This is an optimization exercise on Yosys and OpenROAD, whose aim is small area, a short achievable clock period and few clock cycles, not a production implementation. Only the layout flow was run in this run; the RTL was not checked for function there. Power figures rest on the tool's default switching activity, not on a simulated workload.

**design/flow/config.mk**
```make
export PLATFORM = sky130hd
export DESIGN_NAME = cpu_pipeline
export DESIGN_NICKNAME = cpu_pipeline
export VERILOG_FILES = /design/flow/design.v
export SDC_FILE = /design/flow/constraint.sdc
export NUM_CORES = 8
export LEC_CHECK = 0
export CAP_MARGIN = 30
export CORE_MARGIN = 2
export CORE_UTILIZATION = 40
export SLEW_MARGIN = 20
```
**design/flow/constraint.sdc**
```tcl
create_clock -name core_clock -period 8.0 [get_ports {clk}]
set_input_delay 1.6000 -clock core_clock [delete_from_list [all_inputs] [get_ports {clk}]]
set_output_delay 1.6000 -clock core_clock [all_outputs]
set_load 0.01 [all_outputs]
```
**design/flow/design.v**
```verilog
module ex_alu(
    input wire [(32-1):0] a,
    input wire [(32-1):0] b,
    input wire [2:0] funct3,
    input wire sub,           
    input wire arith,         
    output wire [(32-1):0] result,
    output wire lt_s,         
    output wire lt_u,         
    output wire eq
);
    wire [32:0] sum = {1'b0, a} + {1'b0, b} + {32'd0, sub};
    assign lt_u = ~sum[32];
    assign lt_s = (a[31] ^ b[31]) ? sum[31] : a[31];
    wire [31:0] x = a ^ b;
    assign eq = &x;           
    wire left = (funct3 == 3'b001);
    reg [31:0] a_rev;
    integer i;
    always @(*) begin
        for (i = 0; i < 32; i = i + 1) a_rev[i] = a[31 - i];
    end
    wire [31:0] sh_in = left ? a_rev : a;
    wire [32:0] sh_ext = {arith & ~left & a[31], sh_in};
    wire [32:0] sh_out = $signed(sh_ext) >>> b[4:0];
    reg [31:0] sh_rev;
    always @(*) begin
        for (i = 0; i < 32; i = i + 1) sh_rev[i] = sh_out[31 - i];
    end
    reg [31:0] r;
    always @(*) begin
        case (funct3)
            3'b000: r = sum[31:0];
            3'b001: r = sh_rev;
            3'b010: r = {31'd0, lt_s};
            3'b011: r = {31'd0, lt_u};
            3'b100: r = x;
            3'b101: r = sh_out[31:0];
            3'b110: r = a | b;
            default: r = a & b;
        endcase
    end
    assign result = r;
endmodule
module registers(
    input wire clk,
    input wire [4:0] rs1_addr,
    input wire [4:0] rs2_addr,
    input wire [4:0] rd_addr,
    input wire [(32-1):0] rd_data,
    input wire rd_en,
    output wire [(32-1):0] rs1_out,
    output wire [(32-1):0] rs2_out
);
    reg [(32-1):0] reg_file[1:31];
    assign rs1_out = (rs1_addr == 5'd0) ? 32'd0 : reg_file[rs1_addr];
    assign rs2_out = (rs2_addr == 5'd0) ? 32'd0 : reg_file[rs2_addr];
    always @(posedge clk) begin
        if (rd_en && rd_addr != 5'd0)
            reg_file[rd_addr] <= rd_data;
    end
endmodule
module cpu_pipeline(
    input wire clk,
    input wire rst_n,
    output wire ibus_req,
    output wire [(32-1):0] ibus_addr,
    input wire [(32-1):0] ibus_rdata,
    input wire ibus_ready,
    output wire dbus_req,
    output wire dbus_we,
    output wire [(32-1):0] dbus_addr,
    output wire [(32-1):0] dbus_wdata,
    output wire [1:0] dbus_size,
    input wire [(32-1):0] dbus_rdata,
    input wire dbus_ready
);
    reg ex_valid;
    reg [31:0] ex_rs1, ex_b, ex_imm;
    reg ex_sub;         
    reg [4:0] ex_rd;
    reg [2:0] ex_f3;
    reg ex_f7;           
    reg ex_wr;           
    reg ex_lui, ex_auipc, ex_jal, ex_jalr, ex_br, ex_ld, ex_st, ex_opimm, ex_op;
    reg [31:2] fetch_q;
    reg fetch_inc;
    wire [31:2] seq_pc = fetch_q + {29'd0, fetch_inc};
    wire redirect;
    wire [31:0] agu;
    wire [31:0] wb_data;
    wire ex_mem = ex_ld | ex_st;
    wire stall = ex_valid & ex_mem & ~dbus_ready;
    wire accept = ibus_ready & ~stall;
    wire [31:2] fetch_pc = redirect ? agu[31:2] : seq_pc;
    assign ibus_addr = {fetch_pc, 2'b00};
    assign ibus_req = ~stall;
    always @(posedge clk or negedge rst_n) begin
        if (!rst_n) begin
            fetch_q <= 30'd0;
            fetch_inc <= 1'b0;
        end
        else begin
            fetch_q <= fetch_pc;
            fetch_inc <= accept;
        end
    end
    wire [31:0] inst = ibus_rdata;
    wire [6:0] opc = inst[6:0];
    wire d_lui   = (opc == 7'b0110111);
    wire d_auipc = (opc == 7'b0010111);
    wire d_jal   = (opc == 7'b1101111);
    wire d_jalr  = (opc == 7'b1100111);
    wire d_br    = (opc == 7'b1100011);
    wire d_ld    = (opc == 7'b0000011);
    wire d_st    = (opc == 7'b0100011);
    wire d_opimm = (opc == 7'b0010011);
    wire d_op    = (opc == 7'b0110011);
    wire d_wr = (d_lui | d_auipc | d_jal | d_jalr | d_ld | d_opimm | d_op) & (inst[11:7] != 5'd0);
    wire [31:0] imm_i = {{20{inst[31]}}, inst[31:20]};
    wire [31:0] imm_s = {{20{inst[31]}}, inst[31:25], inst[11:7]};
    wire [31:0] imm_b = {{19{inst[31]}}, inst[31], inst[7], inst[30:25], inst[11:8], 1'b0};
    wire [31:0] imm_j = {{11{inst[31]}}, inst[31], inst[19:12], inst[20], inst[30:21], 1'b0};
    wire [31:0] imm_u = {inst[31:12], 12'd0};
    wire [31:0] imm_raw = d_st ? imm_s :
                          d_br ? imm_b :
                          d_jal ? imm_j :
                          (d_lui | d_auipc) ? imm_u : imm_i;
    wire d_sub = d_br | ((d_op | d_opimm) & (inst[14:13] == 2'b01)) |
                 (d_op & inst[30] & (inst[14:12] == 3'b000));
    wire [4:0] rs1 = inst[19:15];
    wire [4:0] rs2 = inst[24:20];
    wire [31:0] rf_rs1, rf_rs2;
    wire wb_en = ex_valid & ex_wr;
    registers registers(
        .clk(clk),
        .rs1_addr(rs1),
        .rs2_addr(rs2),
        .rd_addr(ex_rd),
        .rd_data(wb_data),
        .rd_en(wb_en & ~stall),
        .rs1_out(rf_rs1),
        .rs2_out(rf_rs2)
    );
    wire fwd1 = wb_en & (ex_rd == rs1);
    wire fwd2 = wb_en & (ex_rd == rs2);
    always @(posedge clk or negedge rst_n) begin
        if (!rst_n)
            ex_valid <= 1'b0;
        else if (!stall)
            ex_valid <= ibus_ready;
    end
    always @(posedge clk) begin
        if (!stall) begin
            ex_rs1 <= fwd1 ? wb_data : rf_rs1;
            ex_b <= {32{d_sub}} ^ (d_opimm ? imm_i : (fwd2 ? wb_data : rf_rs2));
            ex_sub <= d_sub;
            ex_imm <= imm_raw;
            ex_rd <= inst[11:7];
            ex_f3 <= inst[14:12];
            ex_f7 <= inst[30];
            ex_wr <= d_wr;
            ex_lui <= d_lui;
            ex_auipc <= d_auipc;
            ex_jal <= d_jal;
            ex_jalr <= d_jalr;
            ex_br <= d_br;
            ex_ld <= d_ld;
            ex_st <= d_st;
            ex_opimm <= d_opimm;
            ex_op <= d_op;
        end
    end
    wire [31:0] alu_out;
    wire lt_s, lt_u, eq;
    ex_alu alu(
        .a(ex_rs1),
        .b(ex_b),
        .funct3(ex_br ? 3'b000 : ex_f3),
        .sub(ex_sub),
        .arith(ex_f7),
        .result(alu_out),
        .lt_s(lt_s),
        .lt_u(lt_u),
        .eq(eq)
    );
    wire br_cond = (ex_f3[2] ? (ex_f3[1] ? lt_u : lt_s) : eq) ^ ex_f3[0];
    assign redirect = ex_valid & (ex_jal | ex_jalr | (ex_br & br_cond));
    wire base_pc = ex_br | ex_jal | ex_auipc;
    wire base_rs1 = ex_ld | ex_st | ex_jalr;
    wire [31:0] base = ({32{base_pc}} & {fetch_q, 2'b00}) | ({32{base_rs1}} & ex_rs1);
    assign agu = base + ex_imm;
    wire [31:0] ld_data;
    assign ld_data[7:0] = dbus_rdata[7:0];
    assign ld_data[15:8] = (ex_f3 == 3'b000) ? {8{dbus_rdata[7]}} : dbus_rdata[15:8];
    assign ld_data[31:16] = (ex_f3 == 3'b000) ? {16{dbus_rdata[7]}} :
                            (ex_f3 == 3'b001) ? {16{dbus_rdata[15]}} : dbus_rdata[31:16];
    assign wb_data = ex_ld ? ld_data :
                     (ex_jal | ex_jalr) ? {seq_pc, 2'b00} :
                     (ex_lui | ex_auipc) ? agu : alu_out;
    assign dbus_req = ex_valid & ex_mem;
    assign dbus_we = ex_st;
    assign dbus_addr = agu;
    assign dbus_wdata = ex_b;
    assign dbus_size = {~ex_f3[1] & ex_f3[0], ~ex_f3[1] & ~ex_f3[0]};
endmodule
```
**design/flow/run.sh**
```bash
#!/bin/bash
# synth_recipe.tcl (not shown) runs the flow's synth.tcl, then flattens the netlist and writes it again
# the make line also repeats each setting of config.mk as NAME=value (left out here)
make -C /OpenROAD-flow-scripts/flow DESIGN_CONFIG=/design/flow/config.mk WORK_HOME=/design/flow/orfs CLKGATE_MAP_FILE= SYNTH_SCRIPT=/design/flow/synth_recipe.tcl finish
```
==> results.toml <==
[placement]
post_dp_cell_area_sq_um = 67300
post-place-cells = 6433
hpwl_um = 162000
io_buffers = 166
place_congestion = 1.03
post-place-ws_ps = 1280

[timing]
fin_crit_sh = 0.951
rsz0062_at_grt = "false"
hold_viol_final = 0
worst_pin_slew_ps = 1280
post-route-min-period_ps = 7610
finClkSkew_ps = 60.0
clock.fmax_mhz = 131
finalSetupTns_ps = 0
relSlewSlack = 0.147
fin_ws_ps = 389
setup_viol = 0
maxSlewViolCount = 0

[detailed_routing]
wirelength_um = 248000
drc = 0
antenna_left = 0
drt-pass1-iter-count = 6
vias = 44365
drt-initial-drc-count = 6383
via_per_inst = 6.66
wl_per_cell_um = 37.3

[worst_hold_path]
worstHoldStart = "fetch_q[27]"
holdPathStages = 2
min_to = "fetch_q[27]"
hold_class = "flip-flop to flip-flop"

[layout]
syn2layout_area_growth_pct = 13.7
layout-drive-gt1-share = 0.210
final_cell_area_sq_um = 71200
regArea_sq_um = 34000
fillers = 13598
multi_input_area_sq_um = 27200
finalNonFillerCells = 6657
fin_nets = 4663

[worst_setup_path]
crit_type = "flip-flop to primary output"
worst_setup_path_start_kind = "flip-flop"
reg2reg_to = "registers.reg_file[18][12]"
crit_path_end_kind = "primary output"
critical-path-max-stage-delay_ps = 720
regToRegSetupSlack_ps = 1570
rr_startpoint = "ex_br"
reg2regPathDepth = 12
cp_slowest_cell = "or3_1"
path_max_fanout = 17
critPathBufInv = 2
crit_family = "compound AO/OA/AOI/OAI gates"
crit_arrival_ps = 6010
critPathRequiredTime_ps = 6400
path_cells = "or3_1, buf_4, a22o_1, ha_1, nand2_1, o21ai_0, o21ai_0, a21oi_1, a31oi_1, nor2b_1, o21a_1, xnor2_1, nor2_1, a21oi_1, clkdlybuf4s50_1"

[grt]
grt_pass1_wl_um = 341000
grt-ovfl-total = 0
gr-usage-all-layers = 0.307
grt_pass1_vias = 42534
grt_max_degree = 96
antenna_found_initial = 11

[status]
status = "no timing/DRC/antenna violations"

[clock_tree]
h-tree-depth = 3
postCtsHoldBufs = 0
clk_pin_slew_ps = 70
cts_root_buf = "clkbuf_16"
clock-sinks = 1138
cts_tree = "built"
clk_path_buf_depth = 3
cts_resized = 0
cts_setup_buffers = 0
cts_made_buffers = 115
clock_latency_ps = 770

[power]
leakagePower_nw = 24.3
ir_drop_v = 0.000178
powerDensity_nw_per_um2 = 239

[floorplanning]
rows = 145
die_h_um = 400
die-area_sq_um = 160000
start_util = 0.402
ioPinCount = 169
die_x_um = 400
coreArea_sq_um = 156000

[yosys]
synth_commonest_cells = "1106 x edfxtp_1, 515 x mux4_2, 321 x nor2_1, 287 x a21oi_1, 266 x mux2i_1"
synth-edff-count = 1106
synth_most_common_cell = "edfxtp_1"
synth_cells = 4384
ys_seq_area_frac = 0.543
synthArstFlopShare = 0.0281
yosys_warnings = 3
ys_ff_latch = 1138
synth_top_area_cell = "edfxtp_1"
synth_ff_type = "edfxtp_1"
synth_area_leaders = "edfxtp_1 53%, mux4_2 19%, mux2i_1 4.3%"
synth.top_cell.area_share = 0.530
netlist_area_sq_um = 62600
ys_types = 90
syn_area_per_cell_sq_um = 14.3

[flow_run]
drv_cap = 0
-- stage by stage --
stage	hold slack [ps]	power, mW	utilization
2_1_floorplan	647	9.57	-
3_3_place_gp	752	11.5	0.431
3_5_place_dp	765	11.5	0.432
4_1_cts	790	17.0	0.457
5_1_grt	803	17.5	0.457
6_report	778	17.0	0.457
-- state kept, by name (all words and copies together) (netlist names), 3 cells and up --
| name | cells |
|---|---|
| ex_f3 | 3 |
| ex_imm | 32 |
| fetch_q | 30 |
| ex_rs1 | 32 |
| registers.reg_file | 992 |
| ex_rd | 5 |
| ex_b | 32 |
-- how the worst max path moves through the flow --
| stage | startpoint | end | slack, ps | cells after the start |
|---|---|---|---|---|
| 3_5_place_dp | ex_br | ibus_addr[31] | 1280 | 15 |
| 5_1_grt | ex_br | ibus_addr[31] | 150 | 15 |
| 6_report | ex_br | ibus_addr[24] | 390 | 15 |
| 4_1_cts | ex_br | ibus_addr[31] | 450 | 15 |
| 3_3_place_gp | ex_br | ibus_addr[31] | 1320 | 15 |
| 2_1_floorplan | ex_b[3] | ibus_addr[17] | 1810 | 19 |
-- power by group --
part / total (mW) / internal, mW / switching (mW)
clock network: 5.54 / 3.12 / 2.42
registers: 7.46 / 7.13 / 0.326
logic: 4.03 / 1.38 / 2.65
total: 17.0 / 11.6 / 5.40
-- logic make-up (layout without fill, tap and decap cells) --
kind of cell / Yosys count / in the layout / share of synthesized area
AOI/OAI and AO/OA: 981 / 981 / 0.103
xor gates and xnor gates: 115 / 115 / 0.0161
adders and majority gates: 100 / 100 / 0.0203
buffers and inverters: 460 / 670 / 0.0285
DFF: 1138 / 1138 / 0.543
muxes: 801 / 801 / 0.231
other: 1 / 6 / 0.0000599
and+or+nand+nor: 788 / 788 / 0.0571
-- per-layer routing --
| metal | vias to the layer above | global-route usage | share of wire |
|---|---|---|---|
| met1 | 22920 | 0.412 | 0.39 |
| met3 | 565 | 0.0656 | 0.11 |
| li1 | 17974 | - | - |
| met4 | 12 | 0.156 | 0.059 |
| met2 | 2894 | 0.472 | 0.45 |
| met5 | - | 0 | 0.00029 |
-- worst register-to-register path: cells and delay by family, from the launching register on --
family	cells	cell delay, ps
AO/OA/AOI/OAI	8	3400
XOR/XNOR	1	360
adder cells (fa/ha/maj)	1	340
buffers and inverters	1	520
flip-flops	1	630
AND/OR/NAND/NOR	1	720
-- layout by cell type (no fill, tap or decap), types with 34 or more instances in the layout --
master and n:
edfxtp_1 1106, mux4_2 515, nor2_1 286, a21oi_1 281
mux2i_1 265, nand2_1 211, o21ai_0 159, clkdlybuf4s50_1 156
buf_4 146, inv_1 120, clkbuf_16 118, ha_1 97
a211oi_1 76, o211ai_1 65, xnor2_1 64, a22oi_1 56
xor2_1 51, a21o_1 49, nor3_1 47, nand3_1 45
nor2_4 34
-- area by class of cell --
cell class              count  area share
repair buffers            327      0.0432
inverters                 126     0.00668
diodes                      4    0.000141
multi-input cells        2787       0.383
clock buffers             137      0.0425
well taps                2058      0.0362
flip-flops and latches   1138       0.478
clock inverters            80      0.0110

port drivers added, routing unchanged:
No port has a modelled driver above. Below, the same layout with a new extraction and two added sets of constraints.
Step 1, drivers: a clkbuf_16 drives clk and a buf_2 each remaining input, both assumed.
Step 2 also shifts input and output timing later by t, the mid clock arrival at the registers, as if the neighbouring blocks saw the same clock.
Three values: ideal, step 1, step 2; two values: the first two.
t (ns): 0.826
slack for setup (ns): 0.389 / 0.307 / 1.132
hold WS [ns]: 0.778 / 0.778 / 0.778
slew at the worst register clock pin (ns): 0.07 / 0.07
worst data-port slew with drivers (ns): 0.17
After both steps this run still meets setup and hold. For this run, drivers alone change the setup slack by -0.082 ns; drivers and shift together by +0.743 ns.
